This design comes from an exercise in tuning for small area and a short achievable clock period on the open sky130 flow, not from production work.
At most, simulation tests tie the RTL to the original design; equivalence was not proved.
The flow treats the clock pin as an ideal source. Dropping or thinning the clock tree relies on that and would not hold on a real chip.
No activity file was given, so power comes from the tool's default toggle rates.

==> 06-21 <==
## mac16
module mac16 (
    input             clk,
    input             rst_n,
    input      [15:0] a,
    input      [15:0] b,
    input      [31:0] acc,
    output reg [31:0] out
);
Settings: LEC_CHECK=0, ABC_AREA=1, CAP_MARGIN=20, CORE_MARGIN=2, CORE_UTILIZATION=65, SLEW_MARGIN=20, SYNTH_HIERARCHICAL=1, SYNTH_MINIMUM_KEEP_SIZE=0; clock period 15.0 ns.
standard.sh (not shown) runs the stock make flow with config.mk's settings and CLKGATE_MAP_FILE= SYNTH_SCRIPT=/design/flow/synth_recipe.tcl, a recipe that flattens the netlist after the stock synthesis.
==> flow/flow/run.sh <==
#!/bin/bash
# Own layout flow: the standard ORFS flow (standard.sh, synthesis included)
# with two hooks:
#  - flow/resize_hook.tcl, before the placement resizer: port buffer cells and
#    the drive strength of the operand flip-flops;
#  - flow/cts_hook3.tcl, at the start of CTS: a balanced clock tree of
#    inverter pairs (port -> 4 x clkinv_4 -> 4 x clkinv_16 -> flip-flops)
#    instead of TritonCTS's two-level H-tree of buffers.
set -euo pipefail
here=$(pwd)
export PRE_RESIZE_TCL=$here/flow/resize_hook.tcl
export PRE_CTS_TCL=$here/flow/cts_hook3.tcl
bash standard.sh > $here/standard_flow.log 2>&1
==> flow/flow/cts_hook3.tcl <==
# Clock tree of inverter pairs: the clock port drives four small clock
# inverters; each drives one clkinv_16, which drives the clock pins of one
# quarter of the flip-flops (halved at the median x, then at the median y).
# Every flip-flop sees the same two inverters between it and the port, so the
# clock keeps its polarity and the tree is balanced.
set db [ord::get_db]
set block [ord::get_db_block]
set clk_net [$block findNet clk]
set leaf_master [$db findMaster sky130_fd_sc_hd__clkinv_16]
set root_master [$db findMaster sky130_fd_sc_hd__clkinv_4]

set sinks {}
foreach it [$clk_net getITerms] {
  if {[$it isInputSignal]} {
    set loc [[$it getInst] getLocation]
    lappend sinks [list $it [lindex $loc 0] [lindex $loc 1]]
  }
}
proc bisect {items idx depth} {
  if {$depth == 0} { return [list $items] }
  set s [lsort -real -index $idx $items]
  set h [expr {[llength $s] / 2}]
  set nidx [expr {$idx == 1 ? 2 : 1}]
  return [concat [bisect [lrange $s 0 [expr {$h - 1}]] $nidx [expr {$depth - 1}]] \
                 [bisect [lrange $s $h end] $nidx [expr {$depth - 1}]]]
}
proc centre {items} {
  set sx 0; set sy 0
  foreach s $items { set sx [expr {$sx + [lindex $s 1]}]; set sy [expr {$sy + [lindex $s 2]}] }
  set n [llength $items]
  return [list [expr {int($sx / $n)}] [expr {int($sy / $n)}]]
}
set i 0
foreach g [bisect $sinks 1 2] {
  lassign [centre $g] cx cy
  set rinst [odb::dbInst_create $block $root_master "clkinv_r${i}"]
  set rnet [odb::dbNet_create $block "clknet_r${i}"]
  $rnet setSigType CLOCK
  [$rinst findITerm A] connect $clk_net
  [$rinst findITerm Y] connect $rnet
  $rinst setLocation $cx $cy
  $rinst setPlacementStatus PLACED
  set inst [odb::dbInst_create $block $leaf_master "clkinv_l${i}"]
  set net [odb::dbNet_create $block "clknet_l${i}"]
  $net setSigType CLOCK
  [$inst findITerm A] connect $rnet
  [$inst findITerm Y] connect $net
  foreach s $g {
    set it [lindex $s 0]
    $it disconnect
    $it connect $net
  }
  $inst setLocation $cx $cy
  $inst setPlacementStatus PLACED
  puts "cts_hook: clkinv_l${i} drives [llength $g] clock pins"
  incr i
}
$clk_net setSigType CLOCK

# cts.tcl calls repair_clock_inverters and clock_tree_synthesis next; the tree
# is already built (and its inverters must not be cloned per flip-flop).
rename repair_clock_inverters my_unused_repair_clock_inverters
proc repair_clock_inverters {args} { puts "cts_hook: clock inverters kept as built" }
rename clock_tree_synthesis my_unused_clock_tree_synthesis
proc clock_tree_synthesis {args} { puts "cts_hook: clock tree built by flow/cts_hook3.tcl" }
==> flow/flow/resize_hook.tcl <==
# Port buffers: a small buffer on inputs, a faster one on outputs (out[*] drives
# the 10 fF load and sits on the output timing path).
set n_in 0
set n_out 0
foreach inst [get_cells *] {
  set name [get_property $inst name]
  set ref [get_property $inst ref_name]
  if {[regexp {^input[0-9]+$} $name] && [string match "*buf*" $ref]
      && [get_property [get_nets -of_objects [get_pins $name/A]] name] ne "rst_n"} {
    replace_cell $inst sky130_fd_sc_hd__buf_1
    incr n_in
  } elseif {[regexp {^output[0-9]+$} $name] && [string match "*buf*" $ref]} {
    replace_cell $inst sky130_fd_sc_hd__buf_2
    incr n_out
  } elseif {[regexp {^[ab]_r\[[0-9]+\]} $name] && $ref eq "sky130_fd_sc_hd__dfxtp_1"} {
    replace_cell $inst sky130_fd_sc_hd__dfxtp_4
  }
}
puts "resize_hook: $n_in input and $n_out output buffers replaced"
==> inputs of 05-03, as changes to 06-21 <==
--- a/flow/design.v
+++ b/flow/design.v
@@ -1118,80 +1118,106 @@
     wire pg10 = g[25] | (p[25] & g[24]);
     wire pp10 = p[25] & p[24];
     wire pg11 = g[27] | (p[27] & g[26]);
     wire pp11 = p[27] & p[26];
     wire pg12 = g[29] | (p[29] & g[28]);
     wire pp12 = p[29] & p[28];
     wire pg13 = g[31] | (p[31] & g[30]);
     wire pp13 = p[31] & p[30];
-    wire pg14 = pg2 | (pp2 & pg1);
-    wire pg15 = pg4 | (pp4 & pg3);
-    wire pp15 = pp4 & pp3;
-    wire pg16 = pg6 | (pp6 & pg5);
-    wire pp16 = pp6 & pp5;
-    wire pg17 = pg8 | (pp8 & pg7);
-    wire pp17 = pp8 & pp7;
-    wire pg18 = pg10 | (pp10 & pg9);
-    wire pp18 = pp10 & pp9;
-    wire pg19 = pg12 | (pp12 & pg11);
-    wire pp19 = pp12 & pp11;
-    wire pg20 = pg15 | (pp15 & pg14);
-    wire pg21 = pg17 | (pp17 & pg16);
-    wire pp21 = pp17 & pp16;
-    wire pg22 = pg19 | (pp19 & pg18);
-    wire pp22 = pp19 & pp18;
-    wire pg23 = pg21 | (pp21 & pg20);
-    wire pg24 = pg22 | (pp22 & pg23);
-    wire pg25 = pg16 | (pp16 & pg20);
-    wire pg26 = pg18 | (pp18 & pg23);
-    wire pg27 = pg3 | (pp3 & pg14);
-    wire pg28 = pg5 | (pp5 & pg20);
-    wire pg29 = pg7 | (pp7 & pg25);
-    wire pg30 = pg9 | (pp9 & pg23);
-    wire pg31 = pg11 | (pp11 & pg26);
-    wire pg32 = pg13 | (pp13 & pg24);
-    wire pg33 = g[8] | (p[8] & pg1);
-    wire pg34 = g[10] | (p[10] & pg14);
-    wire pg35 = g[12] | (p[12] & pg27);
-    wire pg36 = g[14] | (p[14] & pg20);
-    wire pg37 = g[16] | (p[16] & pg28);
-    wire pg38 = g[18] | (p[18] & pg25);
-    wire pg39 = g[20] | (p[20] & pg29);
-    wire pg40 = g[22] | (p[22] & pg23);
-    wire pg41 = g[24] | (p[24] & pg30);
-    wire pg42 = g[26] | (p[26] & pg26);
-    wire pg43 = g[28] | (p[28] & pg31);
-    wire pg44 = g[30] | (p[30] & pg24);
+    wire pg14 = g[8] | (p[8] & pg1);
+    wire pg15 = pg2 | (pp2 & pg1);
+    wire pg16 = g[12] | (p[12] & pg3);
+    wire pp16 = p[12] & pp3;
+    wire pg17 = pg4 | (pp4 & pg3);
+    wire pp17 = pp4 & pp3;
+    wire pg18 = g[16] | (p[16] & pg5);
+    wire pp18 = p[16] & pp5;
+    wire pg19 = pg6 | (pp6 & pg5);
+    wire pp19 = pp6 & pp5;
+    wire pg20 = g[20] | (p[20] & pg7);
+    wire pp20 = p[20] & pp7;
+    wire pg21 = pg8 | (pp8 & pg7);
+    wire pp21 = pp8 & pp7;
+    wire pg22 = g[24] | (p[24] & pg9);
+    wire pp22 = p[24] & pp9;
+    wire pg23 = pg10 | (pp10 & pg9);
+    wire pp23 = pp10 & pp9;
+    wire pg24 = g[28] | (p[28] & pg11);
+    wire pp24 = p[28] & pp11;
+    wire pg25 = pg12 | (pp12 & pg11);
+    wire pp25 = pp12 & pp11;
+    wire pg26 = g[10] | (p[10] & pg15);
+    wire pg27 = pg3 | (pp3 & pg15);
+    wire pg28 = pg16 | (pp16 & pg15);
+    wire pg29 = pg17 | (pp17 & pg15);
+    wire pg30 = g[18] | (p[18] & pg19);
+    wire pp30 = p[18] & pp19;
+    wire pg31 = pg7 | (pp7 & pg19);
+    wire pp31 = pp7 & pp19;
+    wire pg32 = pg20 | (pp20 & pg19);
+    wire pp32 = pp20 & pp19;
+    wire pg33 = pg21 | (pp21 & pg19);
+    wire pp33 = pp21 & pp19;
+    wire pg34 = g[26] | (p[26] & pg23);
+    wire pp34 = p[26] & pp23;
+    wire pg35 = pg11 | (pp11 & pg23);
+    wire pp35 = pp11 & pp23;
+    wire pg36 = pg24 | (pp24 & pg23);
+    wire pp36 = pp24 & pp23;
+    wire pg37 = pg25 | (pp25 & pg23);
+    wire pp37 = pp25 & pp23;
+    wire pg38 = g[14] | (p[14] & pg29);
+    wire pg39 = pg5 | (pp5 & pg29);
+    wire pg40 = pg18 | (pp18 & pg29);
+    wire pg41 = pg19 | (pp19 & pg29);
+    wire pg42 = pg30 | (pp30 & pg29);
+    wire pg43 = pg31 | (pp31 & pg29);
+    wire pg44 = pg32 | (pp32 & pg29);
+    wire pg45 = pg33 | (pp33 & pg29);
+    wire pg46 = g[30] | (p[30] & pg37);
+    wire pp46 = p[30] & pp37;
+    wire pg47 = pg13 | (pp13 & pg37);
+    wire pp47 = pp13 & pp37;
+    wire pg48 = g[22] | (p[22] & pg45);
+    wire pg49 = pg9 | (pp9 & pg45);
+    wire pg50 = pg22 | (pp22 & pg45);
+    wire pg51 = pg23 | (pp23 & pg45);
+    wire pg52 = pg34 | (pp34 & pg45);
+    wire pg53 = pg35 | (pp35 & pg45);
+    wire pg54 = pg36 | (pp36 & pg45);
+    wire pg55 = pg37 | (pp37 & pg45);
+    wire pg56 = pg46 | (pp46 & pg45);
+    wire pg57 = pg47 | (pp47 & pg45);
     wire [31:7] hi;
     assign hi[7] = p[7] ^ z_r;
     assign hi[8] = p[8] ^ pg1;
-    assign hi[9] = p[9] ^ pg33;
-    assign hi[10] = p[10] ^ pg14;
-    assign hi[11] = p[11] ^ pg34;
+    assign hi[9] = p[9] ^ pg14;
+    assign hi[10] = p[10] ^ pg15;
+    assign hi[11] = p[11] ^ pg26;
     assign hi[12] = p[12] ^ pg27;
-    assign hi[13] = p[13] ^ pg35;
-    assign hi[14] = p[14] ^ pg20;
-    assign hi[15] = p[15] ^ pg36;
-    assign hi[16] = p[16] ^ pg28;
-    assign hi[17] = p[17] ^ pg37;
-    assign hi[18] = p[18] ^ pg25;
-    assign hi[19] = p[19] ^ pg38;
-    assign hi[20] = p[20] ^ pg29;
-    assign hi[21] = p[21] ^ pg39;
-    assign hi[22] = p[22] ^ pg23;
-    assign hi[23] = p[23] ^ pg40;
-    assign hi[24] = p[24] ^ pg30;
-    assign hi[25] = p[25] ^ pg41;
-    assign hi[26] = p[26] ^ pg26;
-    assign hi[27] = p[27] ^ pg42;
-    assign hi[28] = p[28] ^ pg31;
-    assign hi[29] = p[29] ^ pg43;
-    assign hi[30] = p[30] ^ pg24;
-    assign hi[31] = p[31] ^ pg44;
+    assign hi[13] = p[13] ^ pg28;
+    assign hi[14] = p[14] ^ pg29;
+    assign hi[15] = p[15] ^ pg38;
+    assign hi[16] = p[16] ^ pg39;
+    assign hi[17] = p[17] ^ pg40;
+    assign hi[18] = p[18] ^ pg41;
+    assign hi[19] = p[19] ^ pg42;
+    assign hi[20] = p[20] ^ pg43;
+    assign hi[21] = p[21] ^ pg44;
+    assign hi[22] = p[22] ^ pg45;
+    assign hi[23] = p[23] ^ pg48;
+    assign hi[24] = p[24] ^ pg49;
+    assign hi[25] = p[25] ^ pg50;
+    assign hi[26] = p[26] ^ pg51;
+    assign hi[27] = p[27] ^ pg52;
+    assign hi[28] = p[28] ^ pg53;
+    assign hi[29] = p[29] ^ pg54;
+    assign hi[30] = p[30] ^ pg55;
+    assign hi[31] = p[31] ^ pg56;
     wire [31:0] sum = {hi, lo_r};
     always @(posedge clk or negedge rst_n) begin
         if (!rst_n)
             out <= 32'd0;
         else
             out <= v2 ? sum : 32'd0;
     end
 endmodule
==> flow/flow/run.sh (replaced) <==
#!/bin/bash
# Own layout flow: the standard ORFS flow (standard.sh, synthesis included)
# with two hooks:
#  - flow/resize_hook.tcl, before the placement resizer: port buffer cells and
#    the drive strength of the operand flip-flops;
#  - flow/cts_hook3.tcl, at the start of CTS: a balanced clock tree of
#    inverter pairs (port -> 4 x clkinv_8 -> 4 x clkinv_16 -> flip-flops)
#    instead of TritonCTS's two-level H-tree of buffers.
set -euo pipefail
here=$(pwd)
export PRE_RESIZE_TCL=$here/flow/resize_hook.tcl
export PRE_CTS_TCL=$here/flow/cts_hook3.tcl
bash standard.sh > $here/standard_flow.log 2>&1
--- a/flow/flow/cts_hook3.tcl
+++ b/flow/flow/cts_hook3.tcl
@@ -1,18 +1,18 @@
-# Clock tree of inverter pairs: the clock port drives four small clock
+# Clock tree of inverter pairs: the clock port drives four clkinv_8 clock
 # inverters; each drives one clkinv_16, which drives the clock pins of one
 # quarter of the flip-flops (halved at the median x, then at the median y).
 # Every flip-flop sees the same two inverters between it and the port, so the
 # clock keeps its polarity and the tree is balanced.
 set db [ord::get_db]
 set block [ord::get_db_block]
 set clk_net [$block findNet clk]
 set leaf_master [$db findMaster sky130_fd_sc_hd__clkinv_16]
-set root_master [$db findMaster sky130_fd_sc_hd__clkinv_4]
+set root_master [$db findMaster sky130_fd_sc_hd__clkinv_8]
 
 set sinks {}
 foreach it [$clk_net getITerms] {
   if {[$it isInputSignal]} {
     set loc [[$it getInst] getLocation]
     lappend sinks [list $it [lindex $loc 0] [lindex $loc 1]]
   }
 }
ABC_AREA = not set   (was 1)
CORE_UTILIZATION = 58   (was 65)
==> inputs of 12-04, as changes to 06-21 <==
==> flow/flow/run.sh (replaced) <==
#!/bin/bash
# Own layout flow: the standard ORFS flow (standard.sh, synthesis included)
# with two hooks:
#  - flow/resize_hook.tcl, before the placement resizer: port buffer cells and
#    the drive strength of the operand flip-flops;
#  - flow/cts_hook3.tcl, at the start of CTS: a balanced clock tree of
#    inverter pairs (port -> 4 x clkinv_8 -> 4 x clkinv_16 -> flip-flops)
#    instead of TritonCTS's two-level H-tree of buffers.
set -euo pipefail
here=$(pwd)
export PRE_RESIZE_TCL=$here/flow/resize_hook.tcl
export PRE_CTS_TCL=$here/flow/cts_hook3.tcl
bash standard.sh > $here/standard_flow.log 2>&1
--- a/flow/flow/cts_hook3.tcl
+++ b/flow/flow/cts_hook3.tcl
@@ -1,18 +1,18 @@
-# Clock tree of inverter pairs: the clock port drives four small clock
+# Clock tree of inverter pairs: the clock port drives four clkinv_8 clock
 # inverters; each drives one clkinv_16, which drives the clock pins of one
 # quarter of the flip-flops (halved at the median x, then at the median y).
 # Every flip-flop sees the same two inverters between it and the port, so the
 # clock keeps its polarity and the tree is balanced.
 set db [ord::get_db]
 set block [ord::get_db_block]
 set clk_net [$block findNet clk]
 set leaf_master [$db findMaster sky130_fd_sc_hd__clkinv_16]
-set root_master [$db findMaster sky130_fd_sc_hd__clkinv_4]
+set root_master [$db findMaster sky130_fd_sc_hd__clkinv_8]
 
 set sinks {}
 foreach it [$clk_net getITerms] {
   if {[$it isInputSignal]} {
     set loc [[$it getInst] getLocation]
     lappend sinks [list $it [lindex $loc 0] [lindex $loc 1]]
   }
 }
--- a/flow/flow/resize_hook.tcl
+++ b/flow/flow/resize_hook.tcl
@@ -12,8 +12,28 @@
   } elseif {[regexp {^output[0-9]+$} $name] && [string match "*buf*" $ref]} {
     replace_cell $inst sky130_fd_sc_hd__buf_2
     incr n_out
   } elseif {[regexp {^[ab]_r\[[0-9]+\]} $name] && $ref eq "sky130_fd_sc_hd__dfxtp_1"} {
     replace_cell $inst sky130_fd_sc_hd__dfxtp_4
   }
 }
 puts "resize_hook: $n_in input and $n_out output buffers replaced"
+
+# Logic cells that synthesis sized up (_2, _4, ...) go back to their smallest
+# drive strength: the clock period leaves every such path far from critical.
+set n_down 0
+foreach inst [get_cells *] {
+  set ref [get_property $inst ref_name]
+  if {[regexp {^(sky130_fd_sc_hd__([a-z0-9]+))_([0-9]+)$} $ref -> base func drive]
+      && $drive > 1
+      && ![regexp {^(df|sdf|edf|dl|buf|clk|inv|bufinv|conb|tap|fill|decap|fa|ha)} $func]} {
+    foreach small {1 0} {
+      set lib_cell [get_lib_cells -quiet */${base}_${small}]
+      if {$lib_cell ne ""} {
+        replace_cell $inst [get_property $lib_cell name]
+        incr n_down
+        break
+      }
+    }
+  }
+}
+puts "resize_hook: $n_down logic cells set to their smallest size"
==> comparison table <==
|  | 05-03 | 12-04 | 06-21 |
|---|---|---|---|
| Run status | no timing/DRC/antenna violations | no timing/DRC/antenna violations | no timing/DRC/antenna violations |
| Met3 track demand over resource in global routing | 6.062% | 4.479% | 5.822% |
| Sequential-to-total area share from yosys stat | 31.19% | 31.25% | 31.25% |
| Routed Wire Length | 23,000 um | 23,490 um | 23,310 um |
| Layout multi-input combinational cell count | 656 | 645 | 645 |
| R2r startpoint | a_r[14] | b_r[1] | b_r[1] |
| Layout overhead on the synthesized area | 9.597% | 9.122% | 9.363% |
| Synthesized netlist cell count | 856 | 877 | 877 |
| Worst-case reg-to-reg path depth | 7 | 8 | 8 |
| Final cell count without fillers | 1,189 | 1,199 | 1,199 |
| Register-to-Register Setup Slack | 11,430 ps | 11,360 ps | 11,370 ps |
| WL/cell | 19.34 um | 19.59 um | 19.44 um |
| Vias in the first global route | 7,293 | 7,504 | 7,468 |
| Area post-placement | 11,240 um^2 | 11,170 um^2 | 11,230 um^2 |
| Part of the total power dissipated in the clock network | 9.5% | 10.2% | 9.6% |
| Sequential Power | 0.000607 W | 0.000609 W | 0.000609 W |
| Syn Nets | 1,197 | 1,226 | 1,226 |
| Headroom to the max-slew limit | 47.13% | 63.87% | 65.06% |
| Layout Skew | 15.50 ps | 12.72 ps | 8.322 ps |
| Post-detail-place hpwl | 17,670 um | 17,490 um | 17,480 um |
| Post-route design area | 11,430 um^2 | 11,360 um^2 | 11,380 um^2 |
| Internal Power | 0.001051 W | 0.0009847 W | 0.0009868 W |
| Time the final worst path needs with I/O delays and setup | 3642 ps | 3651 ps | 3677 ps |
No functional check of the RTL was part of 06-21 and 12-04. In every run of this note, the design's own scripts or RTL, not TritonCTS, make the clock network.

[re-timing with driven ports]
Ports are ideal in the flow. The routed layouts listed here were re-timed in OpenROAD.
Step 1 (the two cells are an assumption about what drives the block):
set clk [get_ports {clk}]
set_driving_cell -lib_cell sky130_fd_sc_hd__clkbuf_16 $clk
set_driving_cell -lib_cell sky130_fd_sc_hd__buf_2 [delete_from_list [all_inputs] $clk]
Step 2 times the ports against the registers' clock, not the clock port: input delays grow and output delays shrink by t, the midpoint of the rising clock arrivals with the driver on.
a / b / c = ideal / step 1 / step 2; a / b = the first two.
| run | shift t [ns] | slack for setup (ns) | hold slack, ns |
|---|---|---|---|
| 06-21 | 0.286 | 11.323 / 11.208 / 11.283 | 0.359 / 0.359 / 0.359 |
| 05-03 | 0.300 | 11.358 / 11.198 / 11.290 | 0.367 / 0.367 / 0.367 |
| 12-04 | 0.289 | 11.349 / 11.199 / 11.268 | 0.357 / 0.357 / 0.357 |
After both steps every run listed still meets setup and hold. The setup slack of 12-04, which loses most, moves by -0.150 ns with the drivers and by -0.081 ns with both steps. The worst setup slack also covers recovery checks on asynchronous resets.
